Context: an optimization exercise on an open-source flow, tuned for small area, a short achievable clock period and few clock cycles. The choices shown serve that exercise and are no tape-out recipe. In this exercise RTL edits were held to simulation tests only and were not proved equivalent to the original. Power and IR drop assume default switching activity.

==> flow/design.v <==
`timescale 1ns / 1ps
module ALU(input [31:0]A, Bx,
			input sub,
			input [6:0]sel,
			output [31:0]Y,
			output Z);
	wire [31:0]s;
	wire co;
	PrefixAdd #(32, 5) add(.A(A), .B(Bx), .CI(sub), .S(s), .CO(co));
	wire [31:0]x = A ^ Bx;
	wire [31:0]o = A | Bx;
	wire lt = (A[31] ^ ~Bx[31]) ? A[31] : s[31];
	wire ltu = ~co;
	assign Z = (x == 32'h0);
	assign Y = ({32{sel[0]}} & s) |
	           ({32{sel[1]}} & (A & Bx)) |
	           ({32{sel[2]}} & o) |
	           ({32{sel[3]}} & x) |
	           ({32{sel[4]}} & ~o) |
	           {31'h0, (sel[5] & lt) | (sel[6] & ltu)};
endmodule
`timescale 1ns / 1ps
module PrefixAdd #(parameter N = 32, parameter L = 5) (input [N-1:0]A, B, input CI, output [N-1:0]S, output CO);
	wire [N-1:0]g0 = A & B;
	wire [N-1:0]p0 = A ^ B;
	genvar k, i;
	generate
		for (k = 0; k <= L; k = k + 1) begin : lvl
			wire [N-1:0]g, p;
			if (k == 0) begin : first
				assign g = {g0[N-1:1], g0[0] | (p0[0] & CI)};
				assign p = p0;
			end else begin : next
				for (i = 0; i < N; i = i + 1) begin : bt
					if ((i >> (k-1)) & 1) begin : cmb
						assign g[i] = lvl[k-1].g[i] | (lvl[k-1].p[i] & lvl[k-1].g[((i>>(k-1))<<(k-1))-1]);
						assign p[i] = lvl[k-1].p[i] & lvl[k-1].p[((i>>(k-1))<<(k-1))-1];
					end else begin : pas
						assign g[i] = lvl[k-1].g[i];
						assign p[i] = lvl[k-1].p[i];
					end
				end
			end
		end
	endgenerate
	assign S = p0 ^ {lvl[L].g[N-2:0], CI};
	assign CO = lvl[L].g[N-1];
endmodule
`timescale 1ns / 1ps
module RegisterFile_PipeLine(ReadReg1, ReadReg2, WriteReg, RegWrite, WriteData, clk, ReadData1, ReadData2);
	input [4:0]ReadReg1, ReadReg2, WriteReg;
	input clk, RegWrite;
	input [31:0]WriteData;
	output reg [31:0]ReadData1, ReadData2;
	reg [31:0]regfile[31:1];
	integer i;
	always @(*) begin
		ReadData1 = 32'h0;
		ReadData2 = 32'h0;
		for (i = 1; i < 32; i = i + 1) begin
			ReadData1 = ReadData1 | ({32{ReadReg1 == i}} & regfile[i]);
			ReadData2 = ReadData2 | ({32{ReadReg2 == i}} & regfile[i]);
		end
	end
	always @(posedge clk)
		if(RegWrite && WriteReg != 5'h00)
			regfile[WriteReg] <= WriteData;
endmodule
`timescale 1ns / 1ps
module Main_PipeLine(clk, reset, imem_addr, imem_rdata, dmem_addr, dmem_wdata, dmem_we, dmem_rdata);
	input clk, reset;
	output [31:0]imem_addr;
	input [31:0]imem_rdata;
	output [31:0]dmem_addr, dmem_wdata;
	output dmem_we;
	input [31:0]dmem_rdata;
	reg [9:0]pc;
	reg [31:0]a_e, b_e;
	reg sub_e;
	reg [6:0]sel_e;
	reg [4:0]dest_e;
	reg rw_e, mw_e, mr_e, br_e, bne_e, pt_e;
	reg [9:0]alt_e;
	reg [9:0]maddr_e;
	wire [31:0]aluy;
	wire eq;
	ALU alu(.A(a_e), .Bx(b_e), .sub(sub_e), .sel(sel_e), .Y(aluy), .Z(eq));
	assign dmem_addr = {20'h0, maddr_e, 2'b00};
	assign dmem_wdata = b_e;
	assign dmem_we = mw_e;
	wire [31:0]wb = mr_e ? dmem_rdata : aluy;
	wire mis = br_e & (eq ^ bne_e ^ pt_e);
	wire [31:0]ins = imem_rdata;
	wire [5:0]op = ins[31:26];
	wire [4:0]rs = ins[25:21];
	wire [4:0]rt = ins[20:16];
	wire [4:0]rd = ins[15:11];
	wire [5:0]fn = ins[5:0];
	wire rtype = (op == 6'd0);
	wire ialu = (op[5:3] == 3'b001);
	wire lw = (op == 6'd35);
	wire sw = (op == 6'd43);
	wire isbr = (op[5:1] == 5'b00010);
	wire [31:0]rf1, rf2;
	RegisterFile_PipeLine regfile(.ReadReg1(rs), .ReadReg2(rt), .WriteReg(dest_e), .RegWrite(rw_e),
		.WriteData(wb), .clk(clk), .ReadData1(rf1), .ReadData2(rf2));
	wire fa = rw_e && (dest_e == rs);
	wire fb = rw_e && (dest_e == rt);
	wire [31:0]ra = fa ? wb : rf1;
	wire [31:0]rb = fb ? wb : rf2;
	wire [11:0]maddr_d;
	wire maddr_co;
	PrefixAdd #(12, 4) agu(.A(rf1[11:0]), .B(ins[11:0]), .CI(1'b0), .S(maddr_d), .CO(maddr_co));
	wire stall = (lw || sw) && fa && ~mis;
	wire rw_d = (rtype && fn != 6'd0) || ialu || lw;
	wire [4:0]dest_d = rtype ? rd : rt;
	wire [6:0]sel_d;
	wire sub_d;
	wire [3:0]code = rtype ? fn[3:0] :
	                 ialu ? (op[2] ? {2'b01, op[1:0]} : (op[1] ? {3'b101, op[0]} : 4'b0000)) : 4'b0000;
	assign sel_d[0] = (code[3:2] == 2'b00);
	assign sel_d[1] = (code == 4'b0100);
	assign sel_d[2] = (code == 4'b0101);
	assign sel_d[3] = (code == 4'b0110);
	assign sel_d[4] = (code == 4'b0111);
	assign sel_d[5] = (code == 4'b1010);
	assign sel_d[6] = (code == 4'b1011);
	assign sub_d = (code[3:1] == 3'b001) || code[3];
	wire sx_d = ~(ialu && op[2]);
	wire alusrc_d = ~rtype && ~isbr && ~sw;
	wire [31:0]imm_d = {{16{sx_d & ins[15]}}, ins[15:0]};
	wire [31:0]bx_d = (alusrc_d ? imm_d : rb) ^ {32{sub_d}};
	wire [9:0]pc1 = pc + 10'd1;
	wire [9:0]tgt = pc1 + ins[9:0];
	wire same = (rs == rt);
	wire pt_d = isbr && (same ? ~op[0] : (op[0] | ins[15]));
	wire [9:0]npc = mis ? alt_e : (stall ? pc : (pt_d ? tgt : pc1));
	assign imem_addr = {20'h0, pc, 2'b00};
	always @(posedge clk) begin
		a_e <= ra;
		b_e <= bx_d;
		sub_e <= sub_d;
		sel_e <= sel_d;
		dest_e <= dest_d;
		bne_e <= op[0];
		pt_e <= pt_d;
		alt_e <= pt_d ? pc1 : tgt;
		maddr_e <= maddr_d[11:2];
		if (reset) begin
			pc <= 10'h0;
			rw_e <= 1'b0;
			mw_e <= 1'b0;
			mr_e <= 1'b0;
			br_e <= 1'b0;
		end else begin
			pc <= npc;
			rw_e <= ~mis && ~stall && rw_d && (dest_d != 5'h0);
			mw_e <= ~mis && ~stall && sw;
			mr_e <= lw;
			br_e <= ~mis && isbr;
		end
	end
endmodule
==> flow/run.sh <==
#!/bin/bash
# synth_recipe.tcl (not shown) runs the flow's synth.tcl, then flattens the netlist and writes it again
# the make line also repeats each setting of config.mk as NAME=value (left out here)
make -C /OpenROAD-flow-scripts/flow DESIGN_CONFIG=/design/flow/config.mk WORK_HOME=/design/flow/orfs CLKGATE_MAP_FILE= SYNTH_SCRIPT=/design/flow/synth_recipe.tcl finish
==> flow/config.mk <==
export PLATFORM = sky130hd
export DESIGN_NAME = Main_PipeLine
export DESIGN_NICKNAME = Main_PipeLine
export VERILOG_FILES = /design/flow/design.v
export SDC_FILE = /design/flow/constraint.sdc
export NUM_CORES = 4
export LEC_CHECK = 0
export CAP_MARGIN = 20
export CORE_MARGIN = 2
export CORE_UTILIZATION = 30
export PLACE_DENSITY = 0.5
export SETUP_SLACK_MARGIN = 2.5
export SLEW_MARGIN = 20
==> flow/constraint.sdc <==
create_clock -name core_clock -period 6.8 [get_ports {clk}]
set_input_delay 1.3600 -clock core_clock [delete_from_list [all_inputs] [get_ports {clk}]]
set_output_delay 1.3600 -clock core_clock [all_outputs]
set_load 0.01 [all_outputs]
==> run notes <==
==> power groups by stage <==
stage,sequential (mW),combinational (mW),clock [mW]
after CTS,8.54,2.94,6.63
after detailed placement,8.68,2.88,0
final,8.54,3.19,6.62
after global routing,8.54,3.36,6.89
after global placement,8.69,2.86,0
after floorplan,8.67,1.46,0
==> worst max-delay path, cell delays in order <==
cell             delay (ns)
clkdlybuf4s15_2        0.31
buf_6                  0.20
nand3b_1               0.19
buf_12                 0.13
buf_4                  0.11
nor2_4                 0.09
buf_6                  0.18
a222oi_1               0.32
nand3_1                0.15
or3_4                  0.48
ha_4                   0.31
o21ai_0                0.07
nand2b_1               0.14
o21ai_4                0.08
o21ai_2                0.17
nor2_2                 0.07
fa_2                   0.57
inv_2                  0.04
==> metal layers <==
metal | vias up | track usage, %
met5 | - | 0
met2 | 4530 | 45.1
met1 | 21801 | 37.6
met3 | 1277 | 13.2
met4 | 16 | 18.0
li1 | 16642 | -
==> repair_timing <==
action | in CTS | in global routing
buffers inserted | 73 | 73
endpoints found under the setup margin | 90 | 59
gates resized for setup | 44 | 89
hold buffers | 0 | 0
pin swaps | 25 | 56
==> synth_stat cells, types with 46 or more instances <==
master / instances
nor2_1: 208
xnor2_1: 49
inv_1: 104
nand2_1: 291
ha_1: 84
edfxtp_1: 992
a22o_1: 122
a221oi_1: 135
dfxtp_1: 113
o21ai_0: 60
a22oi_1: 622
nor3_1: 61
nand4_1: 77
nand3_1: 125
buf_4: 46
clkbuf_1: 183
a222oi_1: 65
a21oi_1: 92
==> flip-flops by register name (all words and copies together) (netlist names) <==
signal	count
regfile.regfile	992
sub_e	1
maddr_e	10
bne_e	1
dest_e	5
pc	10
a_e	32
b_e	32
rw_e	1
br_e	1
mw_e	1
alt_e	10
mr_e	1
sel_e	7
pt_e	1
==> layout make-up <==
cell class | count | area, sq um
timing repair buffer | 491 | 4530
inverter | 107 | 404
clock buffer | 140 | 3010
multi-input combinational | 2483 | 18300
clock inverter | 73 | 835
sequential | 1105 | 32100
tap | 2204 | 2760
fill | 15934 | 105000
antenna | 8 | 20.0
==> through the flow <==
step,cells,setup WS [ns]
6_report,6611,2.47
5_1_grt,6608,2.37
4_1_cts,6528,2.39
3_5_place_dp,6242,0.788
3_3_place_gp,6237,0.843
2_1_floorplan,4002,2.33
==> cell families (layout without fill, tap and decap cells) <==
family          count (synthesis)  after routing  synth area share (%)
compound gates               1281           1281                  19.4
xor+xnor                       69             69                  1.21
fa+ha+maj                      95             95                  2.51
buf+inv                       414            811                  3.52
flops                        1105           1105                  63.4
mux                            48             48                  1.05
other cells                     1             52               0.00742
simple gates                  946            946                  8.93
==> final timing paths <==
| check | to | cells past startpoint |
|---|---|---|
| setup / recovery | maddr_e[6]$_DFF_P_ | 18 |
| hold / removal | pc[2]$_SDFFE_PP0P_ | 2 |
| setup reg to reg | regfile.regfile[10][0]$_DFFE_PP_ | 16 |
| hold reg to reg | pc[2]$_SDFFE_PP0P_ | 2 |
==> run notes <==
DR vias/cell = 6.70
Nets = 4,463
CTS buffer count = 114
Initial Util = 30.2%
post-layout util = 37.0%
ys flop type = edfxtp_1
post-route ant nets = 0
synth unique cells = 96
commonest cells after routing, fill and taps aside = 992 x edfxtp_1, 619 x a22oi_1, 320 x buf_4
peak supply drop = 0.207 mV
die area = 0.172 sq mm
cell taking the most area after synthesis = edfxtp_1
syn_area_per_cell = 12.8 sq um
share of layout cells above drive strength 1 = 18.1%
iteration count of the initial detailed-routing pass = 14
asr flop ratio synth = 0%
grt ovf = 0
crit path kind = input port to register
sw frac = 28.8%
Area growth syn-to-layout = 22.4%
fin area = 0.0619 sq mm
Cell Rows = 150
RSZ-0062 raised after global routing = yes
Min-Delay Startpoint = alt_e[2]$_DFF_P_
Netlist Area Pre-Place = 0.0506 sq mm
Max Root-Sink Buffers = 3
Mapped Cells = 3,959
Slew Viols, Final = 0
clock-pin transition on the worst setup and hold timing paths = 0.06 ns
Worst slew margin = 17.2%
wire length per cell = 41.6 um
CP endpoint kind = register
pwr dens = 296 mW/mm^2
top cell type's share of synthesized area = 58.9%
Synth Register Bits = 1,105
Tightest Pin Transition = 1.24 ns
WL final = 275,000 um
metal1 wirelength = 97,300 um
number of synthesized flops with an enable pin = 992
Max Cap Viol = 0
gr usage total = 30.8%
Final Power = 18.4 mW
die extent in x = 415 um
first-pass GRT wire length = 364,000 um
worst r2r src = b_e[0]$_DFF_P_
Switching Power = 5.28 mW
yosys synthesis warning count = 2
number of global-route vias before repair = 41,010
Setup crit start = imem_rdata[24]
Pleak = 21.2 nW
Post-DP HPWL = 170,000 um
met2 routed WL = 115,000 um
vias after detailed routing = 44,266
Comb power frac = 17.4%
Setup TNS Final = 0 ns
period utilisation layout = 63.7%
CP required = 7.46 ns
Sink Count = 1,105
top post-synthesis cells by area = edfxtp_1 59%, a22oi_1 9.2%, dfxtp_1 4.5%
gpl congestion = 0.977
Hold/Removal Path Class = register to register
Fmax = 0.231 GHz
wire length on met3 = 42,800 um
clock network fraction of design power = 36.1%
Seq/Total Area, Yosys = 63.4%
initial antenna violation count = 17
status = no timing/DRC/antenna violations
CTS H-tree depth = 3
I/O pin cnt = 163
Placed Area = 0.0562 sq mm
CP Data Arrival Time = 4.99 ns
Pint = 13.1 mW
reg2reg setup slack = 2.64 ns
crit-path max FO = 9
core area = 0.167 sq mm
DRC Markers = 0
sequential power share = 46.5%
largest net degree at the start of global routing = 56
min Tclk post-route = 4.33 ns
Clock Skews = 0.0455 ns
Final Hold Slack = 0.437 ns
Die Y = 415 um
count of final hold-check violations = 0
most common cell after layout, fill and taps aside = edfxtp_1
Final setup violation count = 0
uppermost layer routed = met5
Worst Setup Start Kind = input port
root buffer cell = clkbuf_16
Initial DRC Count = 9,424
Port Buf Inserts = 118
CTS tree = done
clock latency on the worst-skew pair = 0.80 ns
Testbench counts, summed over its fixed seeds: cycles 35,141.

afterwards: timing with drivers on the ports:
How much do the figures lean on ideal ports? The routed layout below was timed once more, with nothing changed but the port constraints. Step 1 (the two cells are an assumption about what drives the block):
set clk [get_ports {clk}]
set_driving_cell -lib_cell sky130_fd_sc_hd__clkbuf_16 $clk
set_driving_cell -lib_cell sky130_fd_sc_hd__buf_2 [delete_from_list [all_inputs] $clk]
Step 2, shift: input delay + t, output delay - t, t = (earliest + latest rising clock arrival at the registers) / 2. This alone moves slack from input paths to output paths. Slacks: ideal / step 1 / step 2; pairs: ideal / step 1.
t (ns): 0.859
setup slack, ns: 2.468 / 2.474 / 1.615
clock arrival spread, ns: 0.047 / 0.047
worst register clock-pin slew, ns: 0.07 / 0.07
cell pins on the clock port's net: 1
After both steps this run still meets setup and hold. The setup slack of this run moves by +0.006 ns with the drivers and by -0.853 ns with both steps.
